What follows belongs to an exercise in optimizing a design on an open flow for small area and a short achievable clock period; a production flow would make more cautious choices.
RTL that was checked went through simulation tests only; none was proved equivalent to the original.
Function not checked in run 5: the RTL went through the layout flow alone.
Power and IR drop assume default switching activity.

## flow/design.v (module list and top-level ports; edited modules follow where they fit)
// module AHB_Mul: 84 lines
// module AHB_Mul_booth: 760 lines
module AHB_Mul(
    input HCLK,
    input HRESETn,
    input [31:0]M_AHB_0_haddr,
    input [2:0]M_AHB_0_hburst,
    input M_AHB_0_hmastlock,
    input [3:0]M_AHB_0_hprot,
    output reg [31:0]M_AHB_0_hrdata,
    output M_AHB_0_hready,
    output M_AHB_0_hresp,
    input [2:0]M_AHB_0_hsize,
    input [1:0]M_AHB_0_htrans,
    input [31:0]M_AHB_0_hwdata,
    input M_AHB_0_hwrite,
    output[3:0] led
    );
  // ...
==> flow/flow/run.sh <==
#!/bin/bash
# Own layout flow: the standard synthesis and layout, with two changes:
#  - after synthesis, fixfa.py removes the inverters that Yosys's full-adder
#    extraction leaves between adder cells (each adder may be swapped for its
#    complemented form, fa(~a,~b,~c) = ~fa(a,b,c));
#  - the port buffers are buf_1 cells instead of the slow delay buffers that
#    buffer_ports picks by default.
# Each tool's full output goes to a log file of its own in this folder.
set -euo pipefail
R=orfs/results/sky130hd/AHB_Mul/base
bash standard.sh synth > synth.log 2>&1
cp $R/1_2_yosys.v yosys_orig.v
python3 flow/fixfa.py yosys_orig.v $R/1_2_yosys.v > fixfa.log 2>&1
rm -f $R/1_synth.odb $R/1_synth.sdc
bash standard.sh BUFFER_PORTS_ARGS="-buffer_cell sky130_fd_sc_hd__buf_1" finish > finish.log 2>&1
==> flow/flow/fixfa.py <==
#!/usr/bin/env python3
"""Remove the inverters that Yosys's extract_fa leaves around full adders.

A full adder with all three inputs inverted gives both outputs inverted:
fa(~a, ~b, ~c) = (~sum, ~cout).  So each fa cell may be swapped for its
complemented form (inputs and outputs inverted) without changing what it
computes.  This script picks, for every fa cell, the form that needs the
fewest inverters on the nets around the adders, rewires the netlist, and
drops the inverters left without loads.

usage: fixfa.py IN.v OUT.v
"""
import re
import sys
from collections import defaultdict

INV = re.compile(r"sky130_fd_sc_hd__(inv|clkinv)_\d+$")
FA = re.compile(r"sky130_fd_sc_hd__fa_\d+$")
OUTPINS = {"X", "Y", "Q", "Q_N", "SUM", "COUT", "HI", "LO"}

src = open(sys.argv[1]).read()
mod_start = src.index("module ")
body_end = src.rindex("endmodule")

cell_re = re.compile(r"\n(\s*)(sky130_fd_sc_hd__\w+)\s+(\S+)\s*\((.*?)\);", re.S)
pin_re = re.compile(r"\.(\w+)\(\s*((?:\\\S+\s)|[^()\s]+)\s*\)")

cells = []
for m in cell_re.finditer(src):
    pins = [(p, n.strip()) for p, n in pin_re.findall(m.group(4))]
    cells.append({"span": m.span(), "type": m.group(2), "name": m.group(3),
                  "pins": dict(pins), "order": [p for p, _ in pins], "indent": m.group(1)})

driver = {}
loads = defaultdict(list)
for i, c in enumerate(cells):
    for p, n in c["pins"].items():
        if p in OUTPINS:
            driver[n] = (i, p)
        else:
            loads[n].append((i, p))

others = "\n".join(l for l in src[mod_start:body_end].split("\n")
                   if l.strip().startswith(("assign", "input", "output", "inout")))
others += src[mod_start:src.index(");", mod_start)]
other_tokens = set(re.findall(r"\\\S+|[A-Za-z_][A-Za-z0-9_$]*(?:\[\d+\])?", others))
for t in list(other_tokens):
    other_tokens.add(re.sub(r"\[\d+\]$", "", t))


def is_inv(i):
    return INV.match(cells[i]["type"]) is not None


def resolve(n):
    p = 0
    while n in driver and is_inv(driver[n][0]):
        n = cells[driver[n][0]]["pins"]["A"]
        p ^= 1
    return n, p


fas = [i for i, c in enumerate(cells) if FA.match(c["type"])]
fa_out = {}  # net -> fa index
for i in fas:
    for p in ("SUM", "COUT"):
        if p in cells[i]["pins"]:
            fa_out[cells[i]["pins"][p]] = i

# load pins to rewire: every fa input, and every non-inverter load of a net
# that resolves to an fa output
uses = []  # (cell, pin, base, parity)
for i in fas:
    for p in ("A", "B", "CIN"):
        b, par = resolve(cells[i]["pins"][p])
        uses.append((i, p, b, par))
for i, c in enumerate(cells):
    if is_inv(i) or FA.match(c["type"]):
        continue
    for p, n in c["pins"].items():
        if p in OUTPINS:
            continue
        b, par = resolve(n)
        if b in fa_out:
            uses.append((i, p, b, par))
# nets that resolve to an fa output and are used outside instances: keep as is
for n in list(driver):
    if n in other_tokens:
        b, par = resolve(n)
        if b in fa_out:
            sys.exit(f"fixfa: net {n} used outside cells resolves to an adder output; not handled")

x = {i: 0 for i in fas}
SWAP = {"sky130_fd_sc_hd__xor2_1": "sky130_fd_sc_hd__xnor2_1",
        "sky130_fd_sc_hd__xnor2_1": "sky130_fd_sc_hd__xor2_1"}
all_loads = defaultdict(int)
for i, c in enumerate(cells):
    for p, n in c["pins"].items():
        if p not in OUTPINS:
            all_loads[n] += 1
# a swappable driver whose every load is rewired here may be complemented
use_count = defaultdict(int)
for (i, p, b, par) in uses:
    use_count[b] += 1
swappable = set()
for b, k in use_count.items():
    if b in driver and cells[driver[b][0]]["type"] in SWAP and b not in other_tokens:
        # all loads of b, and of inverters of b, must be among the uses
        ok = True
        stack = [b]
        while stack:
            n = stack.pop()
            for (i, p) in loads[n]:
                if is_inv(i):
                    stack.append(cells[i]["pins"]["Y"])
                    if cells[i]["pins"]["Y"] in other_tokens:
                        ok = False
        if ok:
            swappable.add(b)


def needs():
    pol = defaultdict(set)
    for (i, p, b, par) in uses:
        q = par ^ (x[i] if FA.match(cells[i]["type"]) and p in ("A", "B", "CIN") else 0)
        q ^= x[fa_out[b]] if b in fa_out else 0
        pol[b].add(q)
    return pol


def cost():
    n = 0
    for b, qs in needs().items():
        if 1 in qs and not (b in swappable and qs == {1}):
            n += 1
    return n


best = cost()
print(f"fixfa: {len(fas)} adders, {best} inverted nets before", file=sys.stderr)
improved = True
rounds = 0
while improved and rounds < 50:
    improved = False
    rounds += 1
    for i in fas:
        x[i] ^= 1
        c = cost()
        if c < best:
            best = c
            improved = True
        else:
            x[i] ^= 1
# then simulated annealing from the greedy result (fixed seed: reproducible)
import math
import random
rng = random.Random(1)
cur = best
bestx = dict(x)
steps = 6000
for s_ in range(steps):
    temp = 2.0 * (1 - s_ / steps) + 0.05
    i = rng.choice(fas)
    x[i] ^= 1
    c = cost()
    if c <= cur or rng.random() < math.exp((cur - c) / temp):
        cur = c
        if c < best:
            best = c
            bestx = dict(x)
    else:
        x[i] ^= 1
x = bestx
print(f"fixfa: {sum(x.values())} adders complemented, {best} inverted nets after", file=sys.stderr)

# physical nets: a complemented adder drives new nets holding the complement
phys = {}
newnets = []
for i in fas:
    if x[i]:
        for p in ("SUM", "COUT"):
            if p in cells[i]["pins"]:
                n = cells[i]["pins"][p]
                r = "fixfa_n" + str(len(newnets))
                newnets.append(r)
                phys[n] = r
                cells[i]["pins"][p] = r
inv_of = {}
newcells = []


def literal(b, q):
    """net carrying value(b) xor q"""
    pb = phys.get(b, b)
    if b in fa_out and x[fa_out[b]]:
        q ^= 1
    if not q:
        return pb
    if pb not in inv_of:
        o = "fixfa_i" + str(len(newnets))
        newnets.append(o)
        inv_of[pb] = o
        newcells.append(f"  sky130_fd_sc_hd__inv_1 fixfa_inv{len(newcells)} (\n    .A({pb}),\n    .Y({o})\n  );")
    return inv_of[pb]


swapped = set()
for b, qs in needs().items():
    if b in swappable and qs == {1}:
        d = driver[b][0]
        cells[d]["type"] = SWAP[cells[d]["type"]]
        o, n = ("X", "Y") if "X" in cells[d]["pins"] else ("Y", "X")
        cells[d]["pins"][n] = cells[d]["pins"].pop(o)
        cells[d]["order"] = [n if q == o else q for q in cells[d]["order"]]
        swapped.add(b)
print(f"fixfa: swapped {len(swapped)} xor/xnor drivers", file=sys.stderr)
for (i, p, b, par) in uses:
    q = par ^ (x[i] if FA.match(cells[i]["type"]) and p in ("A", "B", "CIN") else 0)
    cells[i]["pins"][p] = literal(b, q ^ (1 if b in swapped else 0))

# drop inverters without loads, repeatedly; a complemented adder's old output
# net that still has loads is driven from an inverter of the new net
dead = set()
restore = {}
while True:
    cnt = defaultdict(int)
    for i, c in enumerate(cells):
        if i in dead:
            continue
        for p, n in c["pins"].items():
            if p not in OUTPINS:
                cnt[n] += 1
    for t in newcells:
        cnt[re.search(r"\.A\(([^()]*)\)", t).group(1).strip()] += 1
    more = [i for i, c in enumerate(cells) if i not in dead and is_inv(i)
            and cnt[c["pins"]["Y"]] == 0 and c["pins"]["Y"] not in other_tokens]
    if not more:
        break
    dead.update(more)
for n, r in phys.items():
    if cnt.get(n, 0) or n in other_tokens:
        newcells.append(f"  sky130_fd_sc_hd__inv_1 fixfa_inv{len(newcells)} (\n    .A({r}),\n    .Y({n})\n  );")
print(f"fixfa: removed {len(dead)} inverters, added {len(newcells)}", file=sys.stderr)


def fmt(n):
    return n + " " if n.startswith("\\") else n


out = []
pos = 0
for i, c in enumerate(cells):
    s, e = c["span"]
    out.append(src[pos:s])
    if i not in dead:
        pins = ",\n".join(f"    .{p}({fmt(c['pins'][p])})" for p in c["order"])
        out.append(f"\n{c['indent']}{c['type']} {c['name']} (\n{pins}\n  );")
    pos = e
rest = src[pos:]
k = rest.rindex("endmodule")
decl = "".join(f"  wire {n};\n" for n in newnets)
out.append(rest[:k] + "\n".join(newcells) + "\n" + rest[k:])
text = "".join(out)
h = text.index(");", text.index("module ")) + 2
text = text[:h] + "\n" + decl + text[h:]
open(sys.argv[2], "w").write(text)
==> flow/standard.sh <==
#!/bin/bash
# synth_recipe.tcl (not shown) runs the flow's synth.tcl, then flattens the netlist and writes it again
# the make line also repeats each setting of config.mk as NAME=value (left out here)
make -C /OpenROAD-flow-scripts/flow DESIGN_CONFIG=/design/flow/config.mk WORK_HOME=/design/flow/orfs CLKGATE_MAP_FILE= SYNTH_SCRIPT=/design/flow/synth_recipe.tcl "${@:-finish}"
==> flow/config.mk <==
export PLATFORM = sky130hd
export DESIGN_NAME = AHB_Mul
export DESIGN_NICKNAME = AHB_Mul
export VERILOG_FILES = /design/flow/design.v
export SDC_FILE = /design/flow/constraint.sdc
export NUM_CORES = 4
export LEC_CHECK = 0
export ABC_AREA = 1
export CAP_MARGIN = 20
export CORE_MARGIN = 2
export CORE_UTILIZATION = 40
export CTS_CLUSTER_DIAMETER = 100
export CTS_CLUSTER_SIZE = 30
export GPL_ROUTABILITY_DRIVEN = 0
export PLACE_DENSITY = 0.6
export SETUP_SLACK_MARGIN = 4.5
export SLEW_MARGIN = 20
==> flow/constraint.sdc <==
create_clock -name core_clock -period 10.0 [get_ports {HCLK}]
set_input_delay 2.0000 -clock core_clock [delete_from_list [all_inputs] [get_ports {HCLK}]]
set_output_delay 2.0000 -clock core_clock [all_outputs]
set_load 0.01 [all_outputs]
==> notes.md, run 1 <==
* Tap cells at 773
* Sw Share at 0.311
* Commonest non-fill, non-tap cell in the layout: nand2_1
* Max incr delay on CP at 0.48 ns
* Critical path data arrival time at between 3 and 4 ns
* Outcome: complete, no violations
* Vias in the first global route at 19,770
* Final setup margin at 4.45 ns
* Worst path slowest cell: fa_1
* CP top delay family: simple AND/OR/NAND/NOR gates
* Setup Buffers After CTS at 29
* Core area at approximately 59,000 sq um
* Clk power at 842 uW
* Antenna viol nets, final at 0
* CTS sink cnt at 335
* Layout cells sized above 1 at 0.105
* Die Wd at 249 um
* Clock transition at the registers of the reported paths at 0.11 ns
* Power, Total at 3.23 mW
* CP startpoint kind: flop
* Hold path depth at 2
* Worst Hold End: p_one$_DFF_P_
* Area Overhead vs Synth at 11.4%
* Final instance area at 26,700 sq um
* Sequential cell area at 9270 sq um
* CTS H-tree depth at 1
* NumNets Final at 2,858
* Wire per inst at 25.5 um
* Worst-skew pair later-pin latency at between 0.5 and 0.6 ns
* Dpl hpwl at 56.4 mm
* Seq power at 1.66 mW
* Antenna violations before repair at 2
* Cts bufs inserted at 18
* Clock power frac at 0.260
* Post-CTS sizing at just under 80
* Reg-to-reg endpoint: p_s[30]$_DFF_P_
* Placed instance count at around 3,200
* CP Launch Point: p_s[27]$_DFF_P_
* RSZ-0062 raised after global routing: yes
==> run 2: changes to the inputs <==
--- a/flow/config.mk
+++ b/flow/config.mk
@@ -12,5 +12,4 @@
 export CTS_CLUSTER_DIAMETER = 100
 export CTS_CLUSTER_SIZE = 30
-export GPL_ROUTABILITY_DRIVEN = 0
 export PLACE_DENSITY = 0.6
 export SETUP_SLACK_MARGIN = 4.5
==> notes.md, run 2 <==
* Cts bufs inserted at 19 (was 18)
* Core area at 59,100 sq um (unchanged)
* Register-to-Register Path Depth at 19 (was 14)
* Max incr delay on CP at 0.51 ns (was 0.48 ns)
* CP startpoint kind: flop (unchanged)
* TritonCTS clock tree: yes (unchanged)
* Final setup margin at 4.53 ns (was 4.45 ns)
* Final wirelength at 85.7 mm (was 84.2 mm)
* Clock power frac at 0.278 (was 0.260)
* Worst setup EP type: primary output (unchanged)
* Vias in the first global route at 19,544 (was 19,770)
* HP Start: p_one$_DFF_P_ (unchanged)
* Worst path slowest cell: o21ai_0 (was fa_1)
* Leakage power figure at 11.7 nW (was 11.8 nW)
* Crit path top cell by count: inv_4 (was nand3_1)
* Critical path data arrival time at 3.47 ns (was 3.55 ns)
* Setup Crit Path Kind: reg2out (unchanged)
* I/O pins at 118 (unchanged)
* Die footprint at 61,900 sq um (unchanged)
* Sw Share at 0.326 (was 0.311)
* Root Buffer: clkbuf_16 (unchanged)
* Slew Limit Fails at 0 (unchanged)
* Largest net degree at the start of global routing at 43 (unchanged)
* Min Hold Slack at 0.553 ns (was 0.538 ns)
* Dpl ws at 2.66 ns (was 2.64 ns)
* Ys Warns at 1 (unchanged)
* Area Overhead vs Synth at 11.5% (was 11.4%)
* Mapped cell area at 24,000 sq um (unchanged)
* Peak VDD IR at 132 uV (was 158 uV)
* Crit path max fanout at 17 (was 6)
* Placed instance count at 3,211 (was 3,209)
* Syn avg cell area at 9.76 sq um (unchanged)
* Outcome: complete, no violations (unchanged)
* Worst-skew pair later-pin latency at 0.58 ns (about the same)
* Most frequent cells in the layout: 453 x nand2_1, 256 x edfxtp_1, 255 x o22ai_1 (was 455 x nand2_1, 256 x edfxtp_1, 252 x o22ai_1)
* Post-synthesis instance total at 2,457 (unchanged)
* Switching power at 1.09 mW (was 1.01 mW)
* Antenna violations before repair at 2 (unchanged)
* Layout cells sized above 1 at 0.103 (was 0.105)
* Power, Total at 3.34 mW (was 3.23 mW)
* Reg-to-reg endpoint: p_c[22]$_DFF_P_ (was p_s[30]$_DFF_P_)
* Chip height at 249 um (unchanged)
* CTS H-tree depth at 1 (unchanged)
* Post-Layout Cell Count at 3,292 (was 3,306)
* Initial DRC count at 2,212 (was 2,500)
* DRC at 0 (unchanged)
* RSZ-0062 raised after global routing: yes (unchanged)
* Post-Syn Nets at 2,794 (unchanged)
* Vias per cell at 5.93 (was 6.03)
* Dpl hpwl at 58.6 mm (was 56.4 mm)
* CP Cell Sequence: inv_4 > nand2_2 > inv_2 > nand2_8 > o21ai_4 > buf_12 > nor3_2 > inv_4 > o21ai_0 > buf_1 (was fa_1 > ha_1 > nand2_1 > nor4_1 > nand3_1 > nand3_1 > nand3_1 > o22ai_1 > buf_1)
* Final setup vio count at 0 (unchanged)
* GRT overflow at 0 (unchanged)
* RePlAce Congestion at 0.967
* Hold path depth at 2 (unchanged)
* Die Wd at 249 um (unchanged)
* Reg-to-Reg Start: addr_q[2]$_DFF_P_ (was p_s[27]$_DFF_P_)
* Total Neg Setup Slack at 0 ns (unchanged)
* P_int at 2.25 mW (was 2.23 mW)
* Worst Hold End: p_one$_DFF_P_ (unchanged)
* Slew Limit Headroom at 0.380 (was 0.207)
* Number of max-cap violations at 0 (unchanged)
* Overall Global Routing Usage at 0.270 (was 0.267)
* Logic pwr share at 0.224 (was 0.225)
* CTS max path bufs at 3 (unchanged)
* Max Freq at 183 MHz (was 180 MHz)
* Wire per inst at 26.0 um (was 25.5 um)
* Final hold vios at 0 (unchanged)
* Seq pwr share at 0.498 (was 0.514)
* First-pass GRT wire length at 125 mm (about the same)
* CTS sink cnt at 335 (unchanged)
* Worst-Margin Slew at 0.928 ns (was 1.19 ns)
* Hold crit path type: reg2reg (unchanged)
* Commonest non-fill, non-tap cell in the layout: nand2_1 (unchanged)
* NumNets Final at 2,842 (was 2,858)
* Period utilisation layout at 0.547 (was 0.555)
* Clock transition at the registers of the reported paths at 0.11 ns (about the same)
* Critical Path RT at 8.00 ns (about the same)
* Buffers on Ports at 75 (unchanged)
* P per Cell Area at 125 nW/um^2 (was 121 nW/um^2)
* Max Clock Skew at 0.0284 ns (was 0.0523 ns)
* Antenna viol nets, final at 0 (unchanged)
* Reg2reg setup slack at 4.65 ns (was 4.59 ns)
* Minimum clock period at 5.47 ns (was 5.55 ns)
* Row cnt at 89 (unchanged)
* Vias after detailed routing at 19,522 (was 19,950)
* Initial Util at 0.406 (unchanged)
* 1st-pass router iterations at 5 (was 6)
* Layout fillers at 5,582 (was 5,482)
[run 2: cell types whose count changed in the layout (fill, tap and decap cells not counted), sizes merged]
cell	delta
buf	-17
inv	+6
clkbuf	-3
clkinv	-3
clkinvlp	+2
bufinv	-1
diode	+1
nand2	+1
[run 2: worst max path at each step]
stage,start,to,slack (ns),cells after the start
floorplan,M_AHB_0_hwdata[1],p_c[23]$_DFF_P_,4.45,12
global placement,M_AHB_0_hwdata[15],p_s[31]$_DFF_P_,2.59,26
detailed placement,M_AHB_0_hwdata[15],p_s[31]$_DFF_P_,2.66,26
CTS,addr_q[2]$_DFF_P_,M_AHB_0_hrdata[6],4.41,10
global route,M_AHB_0_hwdata[15],p_s[31]$_DFF_P_,4.31,26
finish,addr_q[2]$_DFF_P_,M_AHB_0_hrdata[6],4.53,10
[run 2: repair_timing]
| item | 4_1_cts | 5_1_grt |
|---|---|---|
| setup endpoints to repair | 86 | 51 |
| cloned | 2 | 3 |
| pin swaps | 9 | 10 |
| setup buffers | 23 | 18 |
| gates resized for setup | 91 | 63 |
| hold buffers | 0 | 0 |
[run 2: power by group through the flow]
| stage | logic (mW) | registers (mW) | clock network [mW] |
|---|---|---|---|
| after floorplan | 0.454 | 1.69 | 0 |
| after global placement | 0.693 | 1.69 | 0 |
| after detailed placement | 0.697 | 1.70 | 0 |
| after CTS | 0.716 | 1.66 | 0.945 |
| after global routing | 0.815 | 1.67 | 0.994 |
| final | 0.748 | 1.66 | 0.928 |
[run 2: layer usage]
metal,routed length [um],track usage
met1,33200,0.351
met2,39700,0.444
met3,8940,0.0535
met4,3880,0.102
met5,13,0
[run 2: final cells by class]
cell class / count / area, sq um / share of cell area
timing repair buffer: 170 / 1120 / 0.0420
clock inverter: 9 / 178 / 0.00665
sequential: 335 / 9270 / 0.347
inverter: 234 / 960 / 0.0359
timing repair inverter: 4 / 32.5 / 0.00122
antenna: 1 / 2.50 / 0.0000936
clock buffer: 25 / 498 / 0.0186
multi-input combinational: 1741 / 13700 / 0.512
tap: 773 / 967 / 0.0362
[run 2: metrics by stage]
step	util	cell area, sq um
final	0.452	26700
after floorplan	-	24000
after global routing	0.452	26700
after CTS	0.445	26300
after global placement	0.425	25100
after detailed placement	0.425	25100
[run 2: worst max-delay path, delay by kind of cell (launching register included)]
kind,cells,cell delay [ns]
AO/OA/AOI/OAI,2,0.64
buffers and inverters,5,0.86
flip-flops,1,0.48
AND/OR/NAND/NOR,3,0.89
==> run 3: changes to the inputs <==
--- a/flow/config.mk
+++ b/flow/config.mk
@@ -10,6 +10,6 @@
 export CORE_MARGIN = 2
 export CORE_UTILIZATION = 40
-export CTS_CLUSTER_DIAMETER = 100
-export CTS_CLUSTER_SIZE = 30
+export CTS_CLUSTER_DIAMETER = 80
+export CTS_CLUSTER_SIZE = 25
 export PLACE_DENSITY = 0.6
 export SETUP_SLACK_MARGIN = 4.5
==> notes.md, run 3 <==
* Outcome: complete, no violations (unchanged)
* Root Buffer: clkbuf_16 (unchanged)
* Cts bufs inserted at 23 (was 19)
* Layout fillers at 5,578 (was 5,582)
* Commonest non-fill, non-tap cell in the layout: nand2_1 (unchanged)
* Worst-Margin Slew at 0.908 ns (was 0.928 ns)
* Max Clock Skew at 0.0579 ns (was 0.0284 ns)
* Wire per inst at 26.0 um (about the same)
* Sequential cell area at 9270 sq um (unchanged)
* CTS sink cnt at 335 (unchanged)
* 1st-pass router iterations at 8 (was 5)
* Chip height at 249 um (unchanged)
* Post-synthesis instance total at 2,457 (unchanged)
* Total Neg Setup Slack at 0 ns (unchanged)
* Worst setup EP type: primary output (unchanged)
* CP startpoint kind: flop (unchanged)
* Hold crit path type: reg2reg (unchanged)
* Mapped cell area at 24,000 sq um (unchanged)
* Final wirelength at 85.7 mm (about the same)
* Die footprint at 61,900 sq um (unchanged)
* P per Cell Area at 127 nW/um^2 (was 125 nW/um^2)
* Leakage power figure at 11.8 nW (was 11.7 nW)
* Post-Syn Nets at 2,794 (unchanged)
* Crit path max fanout at 6 (was 17)
* Number of max-cap violations at 0 (unchanged)
* RePlAce Congestion at 0.967 (unchanged)
* Finished Core Util at 0.452 (about the same)
* Area of the multi-input gates at 13,600 sq um (was 13,700 sq um)
* NumNets Final at 2,846 (was 2,842)
* Final setup vio count at 0 (unchanged)
* Core area at 59,100 sq um (unchanged)
* Ys Warns at 1 (unchanged)
* Final hold vios at 0 (unchanged)
* DRC at 0 (unchanged)
* Largest net degree at the start of global routing at 43 (unchanged)
* Row cnt at 89 (unchanged)
* Slew Limit Headroom at 0.394 (was 0.380)
* Buffers on Ports at 75 (unchanged)
* Initial Util at 0.406 (unchanged)
* Peak VDD IR at 168 uV (was 132 uV)
* Area Overhead vs Synth at 11.5% (about the same)
* First-pass GRT wire length at 126 mm (was 125 mm)
* I/O pins at 118 (unchanged)
* Syn avg cell area at 9.76 sq um (unchanged)
* Max Freq at 178 MHz (was 183 MHz)
* Dpl hpwl at 58.6 mm (unchanged)
* GRT overflow at 0 (unchanged)
* Minimum clock period at 5.61 ns (was 5.47 ns)
* Die Wd at 249 um (unchanged)
* Most frequent cells in the layout: 454 x nand2_1, 256 x o22ai_1, 256 x edfxtp_1 (was 453 x nand2_1, 256 x edfxtp_1, 255 x o22ai_1)
* Setup Crit Path Kind: reg2out (unchanged)
* Vias in the first global route at 19,596 (was 19,544)
* Critical Path RT at 8.00 ns (about the same)
* Initial DRC count at 2,226 (was 2,212)
* Vias after detailed routing at 19,639 (was 19,522)
* TritonCTS clock tree: yes (unchanged)
* Clock transition at the registers of the reported paths at 0.10 ns (was 0.11 ns)
* CTS max path bufs at 3 (unchanged)
* Worst-skew pair later-pin latency at 0.61 ns (was 0.58 ns)
* Overall Global Routing Usage at 0.271 (was 0.270)
* Antenna violations before repair at 2 (unchanged)
* Period utilisation layout at 0.561 (was 0.547)
* Vias per cell at 5.95 (was 5.93)
* CTS H-tree depth at 1 (unchanged)
* Layout cells sized above 1 at 0.0998 (was 0.103)
* RSZ-0062 raised after global routing: yes (unchanged)
* Antenna viol nets, final at 0 (unchanged)
* Slew Limit Fails at 0 (unchanged)
* Critical path data arrival time at 3.61 ns (was 3.47 ns)
run 3: cell types whose count changed in the layout (fill, tap and decap cells not counted), sizes merged:
cell / before / now
clkbuf: 31 / 37
diode: 1 / 3
inv: 232 / 230
buf: 164 / 165
bufinv: 0 / 1
clkinv: 9 / 10
clkinvlp: 6 / 7
run 3: where the power goes:
group          switching [mW]  internal [mW]
Sequential             0.0405           1.62
Combinational           0.513          0.233
Clock                   0.522          0.472
run 3: what timing repair did:
action / 4_1_cts / 5_1_grt
endpoints found under the setup margin: 86 / 41
pin swaps: 10 / 4
hold buffers: 0 / 0
buffers inserted: 25 / 16
gates cloned: 3 / 2
resized for setup: 93 / 43
run 3: path summary, 6_finish.rpt:
check                         start                  to  slack, ns  cells past startpoint
hold / removal        p_one$_DFF_P_       p_one$_DFF_P_       0.55                      2
setup reg to reg  addr_q[2]$_DFF_P_     p_c[22]$_DFF_P_       4.58                     19
hold reg to reg       p_one$_DFF_P_       p_one$_DFF_P_       0.55                      2
setup / recovery    p_s[26]$_DFF_P_  M_AHB_0_hrdata[31]       4.39                     11
run 3: final cells by class:
| type | count | area share |
|---|---|---|
| inverters | 234 | 0.0356 |
| flip-flops and latches | 335 | 0.347 |
| diodes | 3 | 0.000281 |
| clock inverters | 10 | 0.00515 |
| repair buffers | 170 | 0.0416 |
| repair inverters | 4 | 0.00112 |
| well taps | 773 | 0.0362 |
| multi-input cells | 1741 | 0.510 |
| clock buffers | 32 | 0.0228 |
run 3: through the flow:
step / hold WS, ns / power [mW] / instances / setup WS, ns / instance area (sq um)
2_1_floorplan: 0.501 / 2.14 / 2457 / 4.45 / 24000
3_3_place_gp: 0.518 / 2.39 / 3211 / 2.59 / 25100
3_5_place_dp: 0.533 / 2.39 / 3211 / 2.66 / 25100
4_1_cts: 0.551 / 3.39 / 3281 / 4.44 / 26400
5_1_grt: 0.610 / 3.54 / 3300 / 4.25 / 26700
6_report: 0.548 / 3.40 / 3302 / 4.39 / 26700
run 3: metal layers:
| metal | wire length [um] | share of wire | global-route usage |
|---|---|---|---|
| met5 | 0 | 0 | 0 |
| met4 | 4240 | 0.050 | 0.114 |
| met3 | 8750 | 0.10 | 0.0536 |
| met2 | 39300 | 0.46 | 0.443 |
| met1 | 33400 | 0.39 | 0.351 |
run 3: critical path: stages (launching register included):
cell and delay [ns]:
dfxtp_1 0.31, fa_1 0.47, ha_1 0.40, a21oi_1 0.22, o21ai_0 0.14, nand2_1 0.09
o311ai_0 0.12, nor2_1 0.22, a21o_1 0.17, nand3_1 0.26, o21ai_0 0.41, buf_1 0.24
==> run 4: changes to the inputs <==
--- a/flow/config.mk
+++ b/flow/config.mk
@@ -7,10 +7,10 @@
 export LEC_CHECK = 0
 export ABC_AREA = 1
-export CAP_MARGIN = 20
+export CAP_MARGIN = 5
 export CORE_MARGIN = 2
 export CORE_UTILIZATION = 40
-export CTS_CLUSTER_DIAMETER = 80
-export CTS_CLUSTER_SIZE = 25
+export CTS_CLUSTER_DIAMETER = 100
+export CTS_CLUSTER_SIZE = 30
 export PLACE_DENSITY = 0.6
 export SETUP_SLACK_MARGIN = 4.5
-export SLEW_MARGIN = 20
+export SLEW_MARGIN = 5
==> notes.md, run 4 <==
* Cts-stage hold buffer count at 0 (unchanged)
* Clock transition at the registers of the reported paths at 0.11 ns (was 0.10 ns)
* Post-synthesis instance total at 2,457 (unchanged)
* End of the critical path: M_AHB_0_hrdata[31] (unchanged)
* Most frequent cells in the layout: 453 x nand2_1, 256 x edfxtp_1, 255 x o22ai_1 (was 454 x nand2_1, 256 x o22ai_1, 256 x edfxtp_1)
* Area after DPL at 25,100 sq um (unchanged)
* Final hold vios at 0 (unchanged)
* HP Start: p_one$_DFF_P_ (unchanged)
* Vias per cell at 5.91 (was 5.95)
* Vias after detailed routing at 19,502 (was 19,639)
* Post-Syn Nets at 2,794 (unchanged)
* Finished Core Util at 0.453 (was 0.452)
* Final wirelength at 85.8 mm (was 85.7 mm)
* Commonest non-fill, non-tap cell in the layout: nand2_1 (unchanged)
* Chip height at 249 um (unchanged)
* Outcome: complete, no violations (unchanged)
* Critical path buffers and inverters at 1 (unchanged)
* Post-Layout Cell Count at 3,298 (was 3,302)
* Max incr delay on CP at 0.47 ns (about the same)
* First-pass GRT wire length at 125 mm (was 126 mm)
* Core area at 59,100 sq um (unchanged)
* CP Launch Point: p_s[26]$_DFF_P_ (unchanged)
* RSZ-0062 raised after global routing: yes (unchanged)
* Syn avg cell area at 9.76 sq um (unchanged)
* Antenna violations before repair at 2 (unchanged)
* Buffers on Ports at 75 (unchanged)
* Hold crit path type: reg2reg (unchanged)
* Final instance area at 26,800 sq um (was 26,700 sq um)
* Setup Crit Path Kind: reg2out (unchanged)
* Dpl hpwl at 58.6 mm (unchanged)
* Initial Util at 0.406 (unchanged)
* Area Overhead vs Synth at 11.6% (was 11.5%)
* Die footprint at 61,900 sq um (unchanged)
* Vias in the first global route at 19,624 (was 19,596)
* Max Freq at 180 MHz (was 178 MHz)
* Period utilisation layout at 0.554 (was 0.561)
* Layout cells sized above 1 at 0.104 (was 0.0998)
* TritonCTS clock tree: yes (unchanged)
* CP startpoint kind: flop (unchanged)
* Register-to-Register Path Depth at 19 (unchanged)
* Critical path data arrival time at 3.54 ns (was 3.61 ns)
* Antenna viol nets, final at 0 (unchanged)
* Wire per inst at 26.0 um (about the same)
* Placed instance count at 3,211 (unchanged)
* Ys Warns at 1 (unchanged)
* Slew Limit Headroom at 0.379 (was 0.394)
* CP Cell Sequence: fa_1 > ha_1 > a21oi_1 > o21ai_0 > nand2_1 > o311ai_0 > nor2_1 > a21o_1 > nand3_1 > o21ai_1 > buf_1 (was fa_1 > ha_1 > a21oi_1 > o21ai_0 > nand2_1 > o311ai_0 > nor2_1 > a21o_1 > nand3_1 > o21ai_0 > buf_1)
* Worst path slowest cell: fa_1 (unchanged)
* CTS max path bufs at 3 (unchanged)
* I/O pins at 118 (unchanged)
* Leakage power figure at 11.8 nW (about the same)
* P per Cell Area at 125 nW/um^2 (was 127 nW/um^2)
* Crit path max fanout at 6 (unchanged)
* RePlAce Congestion at 0.967 (unchanged)
* Max Clock Skew at 0.0283 ns (was 0.0579 ns)
* 1st-pass router iterations at 6 (was 8)
* Total Neg Setup Slack at 0 ns (unchanged)
* Row cnt at 89 (unchanged)
* Final setup vio count at 0 (unchanged)
* Worst-skew pair later-pin latency at 0.58 ns (was 0.61 ns)
* CTS H-tree depth at 1 (unchanged)
* Die Wd at 249 um (unchanged)
* Cts bufs inserted at 19 (was 23)
* Mapped cell area at 24,000 sq um (unchanged)
* Worst path depth at 11 (unchanged)
* CTS sink cnt at 335 (unchanged)
* Power, Total at 3.34 mW (was 3.40 mW)
* NumNets Final at 2,848 (was 2,846)
* Reg-to-Reg Start: addr_q[2]$_DFF_P_ (unchanged)
* DRC at 0 (unchanged)
* Root Buffer: clkbuf_16 (unchanged)
* CP top delay family: compound AO/OA/AOI/OAI gates (unchanged)
* Worst-Margin Slew at 0.930 ns (was 0.908 ns)
* Worst setup EP type: primary output (unchanged)
* Slew Limit Fails at 0 (unchanged)
* GRT overflow at 0 (unchanged)
* Number of max-cap violations at 0 (unchanged)
* Reg-to-reg endpoint: p_c[22]$_DFF_P_ (unchanged)
* Minimum clock period at 5.54 ns (was 5.61 ns)
* Reg2reg setup slack at 4.65 ns (was 4.58 ns)
* Critical Path RT at 8.00 ns (about the same)
* Largest net degree at the start of global routing at 43 (unchanged)
* Peak VDD IR at 132 uV (was 168 uV)
* Initial DRC count at 2,285 (was 2,226)
* Overall Global Routing Usage at 0.270 (was 0.271)
-- run 4: cell count changes in the layout (fill, tap and decap cells not counted), moves of 3 or more --
cell       previous run  this run
o21ai_0              35        32
o21ai_1              12        15
clkbuf_16            23        19
buf_4                81        85
clkbuf_1              9         6
-- run 4: worst min-delay path: stages, from the launching register on --
cell     delay [ns]
dfxtp_1        0.32
inv_1          0.09
o21ai_0        0.09
-- run 4: metrics by stage --
step | setup slack (ns) | hold WS (ns)
floorplan | 4.45 | 0.501
global placement | 2.59 | 0.518
detailed placement | 2.66 | 0.533
CTS | 4.41 | 0.553
global route | 4.38 | 0.612
finish | 4.46 | 0.550
-- run 4: metal layers --
| layer | GRT usage | share of wire | vias up |
|---|---|---|---|
| li1 | - | - | 8545 |
| met1 | 0.350 | 0.39 | 9550 |
| met2 | 0.444 | 0.46 | 1167 |
| met3 | 0.0525 | 0.096 | 238 |
| met4 | 0.109 | 0.049 | 2 |
| met5 | 0 | 0.00015 | - |
-- run 4: worst min-delay path by stage --
stage	depth (start not counted)	slack [ns]	endpoint
6_report	2	0.55	p_one$_DFF_P_
5_1_grt	2	0.61	p_one$_DFF_P_
4_1_cts	2	0.55	p_one$_DFF_P_
3_5_place_dp	2	0.53	p_one$_DFF_P_
3_3_place_gp	2	0.52	p_one$_DFF_P_
2_1_floorplan	2	0.50	p_one$_DFF_P_
-- run 4: area by class of cell --
type / instances / area [sq um]
Fill cell: 5582 / 32400
Sequential cell: 335 / 9270
Inverter: 234 / 958
Tap cell: 773 / 967
Timing Repair inverter: 5 / 40.0
Timing Repair Buffer: 175 / 1170
Antenna cell: 1 / 2.50
Clock buffer: 25 / 498
Multi-Input combinational cell: 1741 / 13700
Clock inverter: 9 / 178
-- run 4: what timing repair did --
action | in CTS | in global routing
pin swaps | 9 | 9
setup buffers | 26 | 20
gates cloned | 3 | 3
gates resized for setup | 94 | 62
endpoints found under the hold margin | 0 | 0
setup endpoints to repair | 86 | 49
-- run 4: report_power, final --
part	leakage, nW	internal, mW	switching [mW]
logic	8.23	0.235	0.515
registers	3.21	1.62	0.0403
clock network	0.319	0.395	0.535
==> module AHB_Mul, before the edit <==
module AHB_Mul(
    input HCLK,
    input HRESETn,
    input [31:0]M_AHB_0_haddr,
    input [2:0]M_AHB_0_hburst,
    input M_AHB_0_hmastlock,
    input [3:0]M_AHB_0_hprot,
    output reg [31:0]M_AHB_0_hrdata,
    output M_AHB_0_hready,
    output M_AHB_0_hresp,
    input [2:0]M_AHB_0_hsize,
    input [1:0]M_AHB_0_htrans,
    input [31:0]M_AHB_0_hwdata,
    input M_AHB_0_hwrite,
    output[3:0] led
    );
    assign M_AHB_0_hready = 1'b1;
    assign M_AHB_0_hresp = 1'b0;
    reg [31:0] mem_A, mem_B, mem_C, mem_D, mem_E, mem_F, mem_G, mem_H;
    reg [31:0] p_s, p_c;      
    reg [2:0] p_t;        
    reg [6:0] p_3;        
    reg        w_act;         
    reg [3:0]  addr_q;        
    assign led[3:0] = mem_A[3:0];
    always @(posedge HCLK) begin
        w_act  <= HRESETn & M_AHB_0_htrans[1] & M_AHB_0_hwrite;
        addr_q <= M_AHB_0_haddr[5:2];
    end
    wire [31:0] wd = M_AHB_0_hwdata;
    wire p_we   = w_act & (addr_q == 4'h8);
    wire [31:0] wdr = wd & {32{HRESETn}};
    wire [7:0] ld;
    genvar i;
    generate for (i = 0; i < 8; i = i + 1) begin : g_ld
        assign ld[i] = ~HRESETn | (w_act & (addr_q == i));
    end endgenerate
    always @(posedge HCLK) begin
        if (ld[0]) mem_A <= wdr;
        if (ld[1]) mem_B <= wdr;
        if (ld[2]) mem_C <= wdr;
        if (ld[3]) mem_D <= wdr;
        if (ld[4]) mem_E <= wdr;
        if (ld[5]) mem_F <= wdr;
        if (ld[6]) mem_G <= wdr;
        if (ld[7]) mem_H <= wdr;
    end
    reg p_one;
    wire p_en = w_act & (~addr_q[3] | p_we);
    always @(posedge HCLK)
        p_one <= ~HRESETn | (p_one & ~p_en);
    wire [31:24] t3 = {^p_t, p_3};
    wire [31:24] x3 = p_s[31:24] ^ p_c[31:24] ^ t3;
    wire [31:24] y3 = (p_s[31:24] & p_c[31:24]) | (p_s[31:24] & t3) | (p_c[31:24] & t3);
    wire [31:0] pa = {x3, p_s[24-1:0]};
    wire [31:0] pb = {y3[30:24], 1'b0, p_c[24-1:0]};
    wire [31:0] p = (p_one | p_we) ? 32'h1 : pa + pb;
    wire [31:0] dm = p_en ? wd : 32'h1;
    wire [31:0] ms, mc;
    wire [2:0] mt;
    wire [6:0] m3;
    AHB_Mul_booth u_mul (.p(dm), .d(p), .ms(ms), .mc(mc), .mt(mt), .m3(m3));
    always @(posedge HCLK) begin
        p_s <= ms;
        p_c <= mc;
        p_t <= mt;
        p_3 <= m3;
    end
    reg [31:0] rd_ah;
    always @(*) begin
        case (addr_q[2:0])
            3'h0 : rd_ah = mem_A;
            3'h1 : rd_ah = mem_B;
            3'h2 : rd_ah = mem_C;
            3'h3 : rd_ah = mem_D;
            3'h4 : rd_ah = mem_E;
            3'h5 : rd_ah = mem_F;
            3'h6 : rd_ah = mem_G;
            default : rd_ah = mem_H;
        endcase
    end
    always @(*)
        M_AHB_0_hrdata = addr_q[3] ? (addr_q[2:0] == 3'h0 ? p : 32'h0) : rd_ah;
endmodule
==> run 5: changes to the inputs <==
--- a/flow/design.v
+++ b/flow/design.v
@@ -57,14 +57,15 @@
     wire [31:0] pb = {y3[30:24], 1'b0, p_c[24-1:0]};
     wire [31:0] p = (p_one | p_we) ? 32'h1 : pa + pb;
-    wire [31:0] dm = p_en ? wd : 32'h1;
     wire [31:0] ms, mc;
     wire [2:0] mt;
     wire [6:0] m3;
-    AHB_Mul_booth u_mul (.p(dm), .d(p), .ms(ms), .mc(mc), .mt(mt), .m3(m3));
+    AHB_Mul_booth u_mul (.p(wd), .d(p), .ms(ms), .mc(mc), .mt(mt), .m3(m3));
     always @(posedge HCLK) begin
-        p_s <= ms;
-        p_c <= mc;
-        p_t <= mt;
-        p_3 <= m3;
+        if (p_en) begin
+            p_s <= ms;
+            p_c <= mc;
+            p_t <= mt;
+            p_3 <= m3;
+        end
     end
     reg [31:0] rd_ah;
--- a/flow/config.mk
+++ b/flow/config.mk
@@ -7,5 +7,5 @@
 export LEC_CHECK = 0
 export ABC_AREA = 1
-export CAP_MARGIN = 5
+export CAP_MARGIN = 20
 export CORE_MARGIN = 2
 export CORE_UTILIZATION = 40
@@ -14,3 +14,3 @@
 export PLACE_DENSITY = 0.6
 export SETUP_SLACK_MARGIN = 4.5
-export SLEW_MARGIN = 5
+export SLEW_MARGIN = 20
==> notes.md, run 5 <==
* RSZ-0062 raised after global routing: yes (unchanged)
* Wire per inst at 26.0 um (about the same)
* Die Wd at 253 um (was 249 um)
* 1st-pass router iterations at 6 (unchanged)
* Row cnt at 91 (was 89)
* Worst path slowest cell: fa_1 (unchanged)
* CTS sink cnt at 335 (unchanged)
* CTS H-tree depth at 1 (unchanged)
* Buffers on Ports at 75 (unchanged)
* Final wirelength at 87.1 mm (was 85.8 mm)
* Antenna viol nets, final at 0 (unchanged)
* Mapped cell area at 24,900 sq um (was 24,000 sq um)
* Critical path data arrival time at 3.51 ns (was 3.54 ns)
* Slew Limit Headroom at 0.305 (was 0.379)
* Diodes inserted at 0 (was 1)
* Dpl hpwl at 59.6 mm (was 58.6 mm)
* Final setup margin at 4.49 ns (was 4.46 ns)
* Final hold vios at 0 (unchanged)
* Crit path top cell by count: nand2_1
* Layout cells sized above 1 at 0.102 (was 0.104)
* Root Buffer: clkbuf_16 (unchanged)
* Max incr delay on CP at 0.57 ns (was 0.47 ns)
* Core area at 61,600 sq um (was 59,100 sq um)
* Final setup vio count at 0 (unchanged)
* Cts bufs inserted at 19 (unchanged)
* Number of max-cap violations at 0 (unchanged)
* Worst-Margin Slew at 1.04 ns (was 0.930 ns)
* Post-Syn Nets at 2,815 (was 2,794)
* Total Neg Setup Slack at 0 ns (unchanged)
* Min Hold Slack at 0.510 ns (was 0.550 ns)
* CTS max path bufs at 3 (unchanged)
* TritonCTS clock tree: yes (unchanged)
* GRT overflow at 0 (unchanged)
* CP startpoint kind: flop (unchanged)
* Hold crit path type: reg2reg (unchanged)
* Area Overhead vs Synth at 10.8% (was 11.6%)
* Ys Warns at 1 (unchanged)
* Commonest non-fill, non-tap cell in the layout: nand2_1 (unchanged)
* Peak VDD IR at 192 uV (was 132 uV)
* Vias after detailed routing at 19,889 (was 19,502)
* Antenna violations before repair at 0 (was 2)
* Worst setup EP type: primary output (unchanged)
* P per Cell Area at 186 nW/um^2 (was 125 nW/um^2)
* Initial DRC count at 2,547 (was 2,285)
* Critical path buffers and inverters at 2 (was 1)
* Chip height at 253 um (was 249 um)
* CP top delay family: adder cells (was compound AO/OA/AOI/OAI gates)
* Minimum clock period at 5.51 ns (was 5.54 ns)
* Dpl ws at 3.08 ns (was 2.66 ns)
* Leakage power figure at 10.7 nW (was 11.8 nW)
* Outcome: complete, no violations (unchanged)
* Max Clock Skew at 0.0340 ns (was 0.0283 ns)
* Setup Crit Path Kind: reg2out (unchanged)
* Largest net degree at the start of global routing at 75 (was 43)
* Crit path max fanout at 4 (was 6)
* Critical Path RT at 8.00 ns (about the same)
* First-pass GRT wire length at 127 mm (was 125 mm)
* Post-synthesis instance total at 2,478 (was 2,457)
* DRC at 0 (unchanged)
* Power, Total at 5.12 mW (was 3.34 mW)
* RePlAce Congestion at 0.976 (was 0.967)
* Vias per cell at 5.94 (was 5.91)
* Overall Global Routing Usage at 0.270 (about the same)
* Slew Limit Fails at 0 (unchanged)
* Vias in the first global route at 19,593 (was 19,624)
* CP Cell Sequence: fa_1 > ha_2 > inv_1 > o21ai_0 > nor2_1 > nand2_1 > a21oi_1 > nand2_1 > nand2_1 > nand3_2 > o22ai_2 > buf_1 (was fa_1 > ha_1 > a21oi_1 > o21ai_0 > nand2_1 > o311ai_0 > nor2_1 > a21o_1 > nand3_1 > o21ai_1 > buf_1)
* I/O pins at 118 (unchanged)
* Syn avg cell area at 10.0 sq um (was 9.76 sq um)
* NumNets Final at 2,834 (was 2,848)
* Die footprint at 64,100 sq um (was 61,900 sq um)
* Max Freq at 181 MHz (was 180 MHz)
* Worst-skew pair later-pin latency at 0.60 ns (was 0.58 ns)
* Initial Util at 0.404 (was 0.406)
* Clock transition at the registers of the reported paths at 0.11 ns (about the same)
* Period utilisation layout at 0.551 (was 0.554)
* Most frequent cells in the layout: 481 x nand2_1, 329 x edfxtp_1, 255 x o22ai_1 (was 453 x nand2_1, 256 x edfxtp_1, 255 x o22ai_1)
[run 5: cell types whose count changed in the layout (fill, tap and decap cells not counted), moves of 10 or more]
cell      previous run  this run
a22o_1               6        20
a22oi_1             19         4
buf_4               85        61
dfxtp_1             77         5
edfxtp_1           256       329
inv_1              206       223
nand2_1            453       481
nand3_1             80        60
nand3_4              2        15
nand4_1             48        62
nor2_1              85        69
nor2_2               9        19
xnor2_1            132       122
xor2_1             139       156
[run 5: through the flow]
step / area [sq um] / cells / utilization
final: 27500 / 3347 / 0.447
after global routing: 27500 / 3347 / 0.447
after CTS: 26900 / 3326 / 0.437
after detailed placement: 26000 / 3284 / 0.423
after global placement: 26000 / 3284 / 0.423
after floorplan: 25000 / 2478 / -
[run 5: final cells by class]
cell class                      instances  area, sq um
Timing Repair inverter                  2         15.0
Sequential cell                       335        10000
Inverter                              254         1040
Multi-Input combinational cell       1739        13800
Timing Repair Buffer                  146          918
Tap cell                              837         1050
Clock buffer                           25          498
Fill cell                            5874        34100
Clock inverter                          9          183
[run 5: worst paths after layout]
check / start / to / slack (ns) / depth (start not counted)
max: p_s[28]$_DFFE_PP_ / M_AHB_0_hrdata[29] / 4.49 / 12
min reg2reg: p_one$_DFF_P_ / p_one$_DFF_P_ / 0.51 / 2
max reg2reg: p_c[10]$_DFFE_PP_ / p_c[23]$_DFFE_PP_ / 4.60 / 15
min: p_one$_DFF_P_ / p_one$_DFF_P_ / 0.51 / 2
[run 5: where the power goes]
part	internal (mW)	switching [mW]
logic	0.871	1.47
registers	1.80	0.0361
clock network	0.395	0.547
[run 5: what timing repair did]
| item | 4_1_cts | 5_1_grt |
|---|---|---|
| pin swaps | 0 | 12 |
| endpoints found under the setup margin | 62 | 63 |
| hold buffers | 0 | 0 |
| setup buffers | 6 | 18 |
| gates cloned | 2 | 2 |
| resized for setup | 44 | 96 |
[run 5: routing by layer]
metal	vias to the layer above	routed length [um]	GRT usage
met1	9861	34100	0.353
met4	0	4720	0.117
li1	8561	-	-
met5	-	0	0
met2	1206	39400	0.432
met3	261	8880	0.0568
[run 5: worst min-delay path, cell delays in order, from the launching register on]
cell and delay (ns):
dfxtp_1 0.32, inv_1 0.07, o21ai_0 0.08

[separate check: timing with driven ports]
The results above use ideal ports. As a check the final layouts listed here were re-extracted and re-timed, cells and wires unchanged.
Step 1: set_driving_cell puts a clkbuf_16 on HCLK and a buf_2 on each other input, an assumption about the parent block.
Step 2, shift: input delay + t, output delay - t, t = (earliest + latest rising clock arrival at the registers) / 2. This alone moves slack from input paths to output paths.
a / b / c = no drivers / after step 1 / after step 2; a / b = the first two.
run | t, ns | setup slack, ns | clock arrival spread, ns
run 1 | 0.612 | 4.452 / 4.394 / 3.840 | 0.058 / 0.058
run 2 | 0.629 | 4.533 / 4.471 / 3.935 | 0.030 / 0.029
run 3 | 0.646 | 4.389 / 4.325 / 3.835 | 0.060 / 0.060
run 4 | 0.629 | 4.455 / 4.394 / 3.962 | 0.033 / 0.032
run 5 | 0.639 | 4.489 / 4.428 / 3.913 | 0.052 / 0.053
After both steps every run listed still meets setup and hold. The setup slack of run 1, which loses most, moves by -0.058 ns with the drivers and by -0.612 ns with both steps.
